From an optimization exercise on the open Yosys and OpenROAD flow, aimed at small area and few clock cycles; shortcuts taken in it are not production practice. In this exercise RTL edits were held to simulation tests only and were not proved equivalent to the original.

==> job 6653 <==
==> flow/design.v (excerpt) <==
module MDC(
    input              clk,
    input              rst_n,
    input              in_valid,
    input      [14:0]  in_data,
    input      [8:0]   in_mode,
    output reg         out_valid,
    output     [206:0] out_data
);
clock: 16.0 ns
lec_check: 0
abc_area: 1
cap_margin: 20
core_margin: 2
core_utilization: 50
place_density: 0.62
slew_margin: 20
synth_hierarchical: 1
standard.sh (not shown) runs the stock make flow with config.mk's settings and CLKGATE_MAP_FILE= SYNTH_SCRIPT=/design/flow/synth_recipe.tcl, a recipe that flattens the netlist after the stock synthesis.
==> flow/flow/run.sh <==
#!/bin/bash
# Standard layout, with the smallest buffer cell for the port buffers.
export BUFFER_PORTS_ARGS="-buffer_cell sky130_fd_sc_hd__buf_1"
bash standard.sh > standard_flow.log 2>&1
==> job 9925 (differences from job 6653) <==
--- a/flow/design.v
+++ b/flow/design.v
@@ -111,11 +111,11 @@
 reg [10:0] E1, E2, E3, E4, E5, E6, E7;
 always @(posedge clk) begin
     E1 <= xin; E2 <= E1; E3 <= E2; E4 <= E3; E5 <= E4; E6 <= E5; E7 <= E6;
 end
 reg [206:0] R;
-reg [22:0]  X1, X2, X3;
+reg [22:0]  MA, MB, MC;
 wire [33:0] T0L = R[186:153];
 wire [33:0] T1L = R[135:102];
 wire [33:0] B0L = R[84:51];
 wire [33:0] B1L = R[33:0];
 wire [22:0] G1  = {R[206:187], R[152:150]};
@@ -142,80 +142,74 @@
 wire [22:0] d2;
 mdc_det2 u_d2 (.p(dp), .q(dq), .r(dr), .s(ds), .y(d2));
 wire pair = s7 | s8 | (m3 & (s11 | s12));    
 wire x1_in = s9 | s10 | (m4 & (s11 | s12));
 wire x1_e4 = pair | (m4 & s13);
-wire x1_e3 = m4 & s14;
-wire x1_e2 = (m4 & s15) | (m3 & (s13 | s14 | s15));
-wire x1_e1 = m3 & (s16 | s17);
+wire x1_e2 = (m4 & (s14 | s15)) | (m3 & (s13 | s14));
+wire x1_e1 = m3 & (s15 | s16);
 wire [10:0] x1 = ({11{x1_in}} & xin) | ({11{x1_e4}} & E4) |
-                 ({11{x1_e3}} & E3) | ({11{x1_e2}} & E2) | ({11{x1_e1}} & E1);
-wire v1_x2 = s9 | (m3 & s14);
+                 ({11{x1_e2}} & E2) | ({11{x1_e1}} & E1);
+wire v1_x2 = s9 | s14;
 wire v1_g1 = s10 | (m3 & s16);
 wire v1_x1 = (m4 & (s11 | s12)) | (m3 & s13);
-wire v1_b1 = m4 & (s13 | s15);
-wire v1_g3 = m4 & s14;
-wire v1_g2 = m3 & (s15 | s17);
-wire [23:0] v1 = ({24{pair}}  & sx11(E2)) | ({24{v1_x2}} & sx23(X2)) |
-                 ({24{v1_g1}} & sx23(G1))  | ({24{v1_x1}} & sx23(X1)) |
-                 ({24{v1_b1}} & {B1L[22] & s13, B1L[22:0]}) |
-                 ({24{v1_g3}} & sx23(G3))  |
-                 ({24{v1_g2}} & sx23(G2));
-wire n1 = pair | s10 | (m4 & (s14 | s15));
+wire v1_b1 = (m4 & (s13 | s15)) | (m3 & s15);
+wire [23:0] v1 = ({24{pair}}  & sx11(E2)) | ({24{v1_x2}} & sx23(MB)) |
+                 ({24{v1_g1}} & sx23(G1))  | ({24{v1_x1}} & sx23(MA)) |
+                 ({24{v1_b1}} & {B1L[22] & (s13 | m3), B1L[22:0]});
+wire n1 = pair | s10 | (m4 & s15);
 wire s1_t0 = s10 | (m4 & s11) | (m3 & s13);
 wire s1_t1 = (m4 & s12) | (m3 & s14);
-wire s1_b0 = (m4 & s13) | (m3 & (s15 | s16));
-wire s1_b1 = (m4 & s14) | (m3 & s17);
+wire s1_b0 = (m4 & s13) | (m3 & s16);
+wire s1_b1 = m4 & s14;
 wire [35:0] S1 = ({36{s1_t0}} & sx36(T0L)) | ({36{s1_t1}} & sx36(T1L)) |
                  ({36{s1_b0}} & sx36(B0L)) | ({36{s1_b1}} & sx36(B1L));
 wire [35:0] y1;
 mdc_pmac u_p1 (.x(x1), .n(n1), .v(v1), .s(S1), .y(y1));
 wire x2_in = s9 | s10 | (m4 & (s11 | s12)) | (m3 & s14);
-wire x2_e3 = m4 & s13;
-wire x2_e2 = (m4 & s14) | (m3 & s13);
-wire x2_e1 = (m4 & (s15 | s16 | s17)) | (m3 & (s15 | s16));
+wire x2_e3 = m4 & (s13 | s14);
+wire x2_e2 = m3 & (s13 | s15);
+wire x2_e1 = (m4 & (s15 | s16 | s17)) | (m3 & (s16 | s17));
 wire [10:0] x2 = ({11{x2_in}} & xin) | ({11{pair}} & E6) | ({11{x2_e3}} & E3) |
                  ({11{x2_e2}} & E2) | ({11{x2_e1}} & E1);
-wire v2_g3 = s9 | (m3 & s13);
-wire v2_g2 = m4 & (s10 | s11);
-wire v2_b1 = (m3 & (s10 | s15)) | (m4 & s13);
+wire v2_g3 = s9 | (m3 & s13) | (m4 & s14);
+wire v2_g2 = (m4 & (s10 | s11)) | (m3 & (s15 | s17));
+wire v2_b1 = (m3 & s10) | (m4 & s13);
 wire v2_g1 = m4 & s12;
-wire v2_x2 = m4 & s14;
 wire v2_b0 = (m4 & s15) | (m3 & s14);
 wire v2_t0 = m4 & s17;
 wire v2_t1 = m4 & s16;
 wire v2_x3 = m3 & s16;
 wire [23:0] v2 = ({24{pair}}  & sx11(xin)) | ({24{v2_g3}} & sx23(G3)) |
                  ({24{v2_g2}} & sx23(G2)) | ({24{v2_b1}} & sx23(B1L[22:0])) |
-                 ({24{v2_g1}} & sx23(G1)) | ({24{v2_x2}} & sx23(X2)) |
+                 ({24{v2_g1}} & sx23(G1)) |
                  ({24{v2_b0}} & {B0L[22] & m3, B0L[22:0]}) |
-                 ({24{v2_t0}} & {1'b0, T0L[22:0]}) | ({24{v2_t1}} & {1'b0, T1L[22:0]}) | ({24{v2_x3}} & sx23(X3));
-wire n2 = (m4 & (s10 | s11 | s16)) | (m3 & (s13 | s14 | s16));
+                 ({24{v2_t0}} & {1'b0, T0L[22:0]}) | ({24{v2_t1}} & {1'b0, T1L[22:0]}) | ({24{v2_x3}} & sx23(MC));
+wire n2 = (m4 & (s10 | s11 | s14 | s16)) | (m3 & (s13 | s14 | s16));
 wire chain = pair | (m4 & (s14 | s15));
 wire s2_ac = m4 & (s16 | s17);
 wire s2_t1 = (m4 & s10) | (m3 & s13);
-wire s2_b0 = m4 & s12;
-wire s2_b1 = m3 & s16;
+wire s2_b0 = (m4 & s12) | (m3 & s15);
+wire s2_b1 = m3 & (s16 | s17);
 wire [44:0] S2 = ({45{chain}} & {{9{y1[35]}}, y1}) | ({45{s2_ac}} & ACC) | ({45{s2_t1}} & sx34(T1L)) |
                  ({45{s2_b0}} & sx34(B0L)) | ({45{s2_b1}} & sx34(B1L));
 wire hi2 = m4 & (s16 | s17);     
 wire [44:0] y2;
-mdc_pmac_hi u_p2 (.x(x2), .n(n2), .v(v2), .s(S2), .h({22{hi2}} & X3[21:0]), .y(y2));
+mdc_pmac_hi u_p2 (.x(x2), .n(n2), .v(v2), .s(S2), .h({22{hi2}} & MC[21:0]), .y(y2));
 wire sh = m2 & (cnt >= 5'd5) & (cnt <= 5'd15) & (cnt[1:0] != 2'd0);
 wire w_g1_y2 = mx & s7;                                   
 wire w_g1_d2 = m3 & s10;                                  
 wire w_t0    = (mx & (s9 | s10)) | (m4 & s11) | (m3 & s13);
 wire w_g2    = (mx & s8) | (m3 & s11);                    
 wire w_t1_y2 = (mx & (s9 | s10)) | (m3 & s13);
 wire w_t1_y1 = (m4 & s12) | (m3 & s14);
 wire w_g3    = mx & s8;                                   
-wire w_b0_y2 = (m4 & (s11 | s12)) | (m3 & (s11 | s14));
-wire w_b0_y1 = (m4 & s13) | (m3 & (s15 | s16));
+wire w_b0_y2 = (m4 & (s11 | s12)) | (m3 & (s11 | s14 | s15));
+wire w_b0_y1 = (m4 & s13) | (m3 & s16);
 wire w_acc   = m4 & (s15 | s16 | s17);
 wire w_b1_d2 = (mx & s9) | (m3 & s12);                    
-wire w_b1_y2 = (m4 & (s13 | s14 | s15 | s16 | s17)) | (m3 & (s15 | s16));
-wire w_b1_y1 = m3 & s17;
+wire w_b1_y2 = (m4 & (s13 | s14 | s15 | s16 | s17)) | (m3 & (s16 | s17));
+wire w_b1_y1 = m3 & s15;
 always @(posedge clk)
     R[206:187] <= ({20{~(sh | w_g1_y2 | w_g1_d2)}} & R[206:187]) |
         ({20{sh}} & R[183:164]) |
         ({20{w_g1_y2}} & y2[22:3]) |
         ({20{w_g1_d2}} & d2[22:3]);
@@ -272,14 +266,14 @@
     R[22:0] <= ({23{~((w_b1_d2 | sh) | w_b1_y2 | w_b1_y1)}} & R[22:0]) |
         ({23{(w_b1_d2 | sh)}} & d2) |
         ({23{w_b1_y2}} & y2[22:0]) |
         ({23{w_b1_y1}} & y1[22:0]);
 always @(posedge clk) begin
-    if (mx & s6) X1 <= d2;                  
-    if (mx & s7) X2 <= d2;                  
+    if (mx & s6) MA <= d2;                  
+    if (mx & s7) MB <= d2;                  
     if ((m3 & s12) | (m4 & (s15 | s16)))    
-        X3 <= ({23{m3}} & y2[22:0]) | ({23{m4}} & d2);
+        MC <= ({23{m3}} & y2[22:0]) | ({23{m4}} & d2);
 end
 wire ov2 = out_valid & m2;
 wire ov3 = out_valid & m3;
 wire ov4 = out_valid & m4;
 genvar b;
==> results.txt <==
Cell count: job 6653 is higher than job 9925 (2.2%).
Of job 6653 and job 9925, job 6653 has the higher utilization (gap 0.61 points).
In job 9925 the sequential share of layout area is higher than in job 6653, by 0.26 points.
Of job 6653 and job 9925, job 6653 has the higher synthesized cell count (gap about 2.4%, measured against job 9925).
In job 6653 the maximum frequency is higher than in job 9925, by about 0.4%.
In job 9925 the global-route usage is lower than in job 6653, by 1.8 points.
Of job 6653 and job 9925, job 9925 has the higher count of clock-buffer cells in the layout (gap 6).
Against job 9925, the critical path depth of job 6653 is higher by 6.
Clock skew: job 9925 is lower than job 6653 (0.019 ns).
Testbench counts of job 6653, summed over its fixed seeds: cycles 12,240.
Testbench counts of job 9925, summed over its fixed seeds: cycles 12,240.

## afterwards: timing with drivers on the ports
Ports are ideal in the flow. The routed layouts listed here were re-timed in OpenROAD. Step 1 sets driving cells, clkbuf_16 on the clock port and buf_2 on the other inputs (assumed; they add their load-dependent delay and slew). Step 2 times the ports against the registers' clock, not the clock port: input delays grow and output delays shrink by t, the midpoint of the rising clock arrivals with the driver on. a / b / c = no drivers / after step 1 / after step 2; a / b = the first two.
run	t, ns	setup slack, ns	clock arrival spread, ns
job 6653	0.699	0.899 / 0.947 / 0.248	0.047 / 0.048
job 9925	0.689	0.840 / 0.896 / 0.207	0.029 / 0.028
After both steps setup and hold are still met in every run listed. The setup slack of job 6653, which loses most, moves by +0.048 ns with the drivers and by -0.651 ns with both steps.
